Background: an optimization exercise with open tools, aiming at small area. Do not read the settings as production practice.
In this exercise RTL edits were held to simulation tests only and were not proved equivalent to the original.
No activity file was given, so power comes from the tool's default toggle rates.

## willow
==> flow/design.v <==
module xspi_sopi_controller (
    input  wire        clk,
    input  wire        rst_n,
    output wire        cs_n,
    output wire        sck,
    output wire [7:0]  io_out,
    input  wire [7:0]  io_in,
    output wire        io_oe,
    input  wire        start,
    input  wire [7:0]  command_in,
    input  wire [47:0] address_in,
    input  wire [63:0] wr_data_in,
    output wire [63:0] rd_data,
    output reg         done,
    output wire        crc_ca_match,
    output wire        crc_data_match,
    output wire        crc_ca_error,
    output wire        crc_data_error,
    input  wire        crc_ca_error_slave,
    input  wire        crc_data_error_slave
);
    reg [4:0]  cnt;       
    reg [1:0]  rc;        
    reg [55:0] ca;        
    reg [63:0] dat;       
    reg [7:0]  crc;
    reg        ca_err;
    wire idle = (cnt == 5'd0);
    wire [7:0] cmd = ca[55:48];
    wire rd = (cmd == 8'hFF);
    wire wr = (cmd == 8'hA5);
    wire c9  = (cnt == 5'd9);
    wire c10 = (cnt == 5'd10);
    wire c25 = (cnt == 5'd25);
    wire sh_ca = (cnt >= 5'd2) && (cnt <= 5'd8);
    wire d_tx  = !rd && (cnt >= 5'd10) && (cnt <= 5'd17);
    wire d_rx  = rd && (cnt >= 5'd16) && (cnt <= 5'd23);
    wire rx    = rd && (c9 || cnt >= 5'd16);
    wire d_sh  = d_tx || d_rx;
    wire ca_hd = !idle && !sh_ca;
    wire d_hd  = !idle && !d_sh;
    wire crc_zero = (crc == 8'h00);
    assign io_out = sh_ca ? ca[55:48] : d_tx ? dat[63:56] : crc;
    wire [7:0] x = rx ? io_in : io_out;
    wire crc_hold = (cnt == 5'd8) || (cnt == 5'd17 && !rd) || (cnt == 5'd23);
    wire [7:0] s0 = crc ^ x;
    wire [7:0] s1 = s0[7] ? ((s0 << 1) ^ 8'h07) : (s0 << 1);
    wire [7:0] s2 = s1[7] ? ((s1 << 1) ^ 8'h07) : (s1 << 1);
    wire [7:0] s3 = s2[7] ? ((s2 << 1) ^ 8'h07) : (s2 << 1);
    wire [7:0] s4 = s3[7] ? ((s3 << 1) ^ 8'h07) : (s3 << 1);
    wire [7:0] s5 = s4[7] ? ((s4 << 1) ^ 8'h07) : (s4 << 1);
    wire [7:0] s6 = s5[7] ? ((s5 << 1) ^ 8'h07) : (s5 << 1);
    wire [7:0] s7 = s6[7] ? ((s6 << 1) ^ 8'h07) : (s6 << 1);
    wire [7:0] s8 = s7[7] ? ((s7 << 1) ^ 8'h07) : (s7 << 1);
    wire fin = c25 || (cnt == 5'd18 && !rd) || (c9 && !rd && !wr);
    assign crc_data_match = c25 && crc_zero;
    assign crc_data_error = c25 && !crc_zero;
    assign crc_ca_match   = rd && c10 && crc_zero;
    assign crc_ca_error   = rd && (c10 ? !crc_zero : (ca_err && (cnt > 5'd10 || done)));
    wire err = crc_ca_error_slave || crc_data_error_slave || crc_data_error;
    wire again = err && (rc != 2'd3);
    assign cs_n  = (cnt <= 5'd1);
    assign io_oe = (cnt >= 5'd2) && (cnt <= 5'd9 || !rd);
    assign sck   = 1'b0;
    assign rd_data = dat;
    always @(posedge clk or negedge rst_n) begin
        if (!rst_n) begin
            cnt  <= 5'd0;
            done <= 1'b0;
            crc  <= 8'h00;
        end else begin
            if (!crc_hold)
                crc <= s8;
            done <= fin && !err;
            if (idle)
                cnt <= start ? 5'd1 : 5'd0;
            else if (fin)
                cnt <= again ? 5'd1 : 5'd0;
            else
                cnt <= cnt + 5'd1;
        end
    end
    always @(posedge clk) begin
        if (idle)
            rc <= 2'd0;
        else if (fin && err)
            rc <= rc + 2'd1;
        ca  <= ({56{idle}} & {command_in, address_in}) |
               ({56{sh_ca}} & {ca[47:0], ca[55:48]}) |
               ({56{ca_hd}} & ca);
        dat <= ({64{idle}} & wr_data_in) |
               ({64{d_sh}} & {dat[55:0], x}) |
               ({64{d_hd}} & dat);
        if (c10)
            ca_err <= !crc_zero;
    end
endmodule
Settings: LEC_CHECK=0, CAP_MARGIN=20, CORE_MARGIN=2, CORE_UTILIZATION=40, PLACE_DENSITY=0.6, SLEW_MARGIN=20; clock period 5.0 ns.
standard.sh (not shown) runs the stock make flow with config.mk's settings and CLKGATE_MAP_FILE= SYNTH_SCRIPT=/design/flow/synth_recipe.tcl, a recipe that flattens the netlist after the stock synthesis.
==> flow/flow/run.sh <==
#!/bin/bash
# Standard layout, with every port buffered by the smallest buffer cell
# instead of the cell buffer_ports picks by default.
set -euo pipefail
export BUFFER_PORTS_ARGS="-buffer_cell sky130_fd_sc_hd__buf_1"
bash standard.sh finish > standard_flow.log 2>&1
diff inputs: willow => violet
- PLACE_DENSITY: 0.6 -> 0.8
- CTS_BUF_LIST: unset -> sky130_fd_sc_hd__clkbuf_4 sky130_fd_sc_hd__clkbuf_8
- CORE_UTILIZATION: 40 -> 65
- No stage failed in violet, and the final checks on the layout all came back clean.
- First-pass GRT wire length of violet falls short of that of willow by a few percent.
- For violet, the end of the critical path was io_out[0], unlike willow, where it was io_out[6].
- Mapped cell area: willow vs violet identical
- Of willow and violet, the run reporting the higher slew at the pin closest to its max-slew limit was willow.
- Of the two candidates, willow has the worse total power and violet the better one.
- Compared with willow, violet shows a biggest cell delay along the critical path that is 0.08 ns lower.
- Taking willow as the reference, in violet die area lost 37%, proportion of cell area occupied by multi-input gates grew by 1.4 points.
- The fmax of violet falls short of that of willow by 8.2 MHz.
- Per the comparison of violet with willow, detailed-route vias per instance higher; sequential share of layout area higher.
- Compared violet vs willow, and worst hold-check slack is up in violet.
Here is what was changed in the inputs of fjord compared with violet.
- a change of CORE_UTILIZATION from 65 to 40
- a change of PLACE_DENSITY from 0.8 to 0.6
==> flow/run.sh (new file) <==
#!/bin/bash
# synth_recipe.tcl (not shown) runs the flow's synth.tcl, then flattens the netlist and writes it again
# the make line also repeats each setting of config.mk as NAME=value (left out here)
make -C /OpenROAD-flow-scripts/flow DESIGN_CONFIG=/design/flow/config.mk WORK_HOME=/design/flow/orfs CLKGATE_MAP_FILE= SYNTH_SCRIPT=/design/flow/synth_recipe.tcl finish
removed: flow/flow/run.sh
removed: flow/standard.sh
==> comparison <==
fjord vs violet on total power: fjord is the higher one. STATUS clock group power: fjord wins against violet. Horizontal extent of the die: fjord > violet. The lower proportion of power drawn by combinational gates came out of violet. Relative to violet, the final HPWL from detailed placement measured on fjord has increased by more than 10%. | hold slack | violet vs fjord | ≈ equal |. | synthesized cell count | violet vs fjord | ≈ equal |. | final core utilization | fjord vs violet | 22 points lower |. Maximum frequency: fjord lower than violet.

-- re-timing with driven ports --
The flow's constraints put no driver on any port. The routed layouts listed below were extracted and timed again, unchanged, in two steps. Step 1: set_driving_cell puts a clkbuf_16 on clk and a buf_2 on each other input, an assumption about the parent block. Step 2 moves the port delays by t, midway between the first and last clock arrival at a register: inputs arrive t later, outputs are due t later. That takes back most of the time a late clock gives input paths. Three values: ideal, step 1, step 2; two values: the first two.
| run | shift t [ns] | setup slack, ns | worst hold slack (ns) | worst setup path after step 2 |
|---|---|---|---|---|
| willow | 0.449 | 1.055 / 1.017 / 1.466 | 0.438 / 0.438 / 0.438 | register to output |
| violet | 0.456 | 0.923 / 0.888 / 1.344 | 0.444 / 0.444 / 0.444 | register to output |
| fjord | 0.480 | 0.651 / 0.614 / 1.095 | 0.446 / 0.446 / 0.446 | register to output |
After both steps every run listed still meets setup and hold.
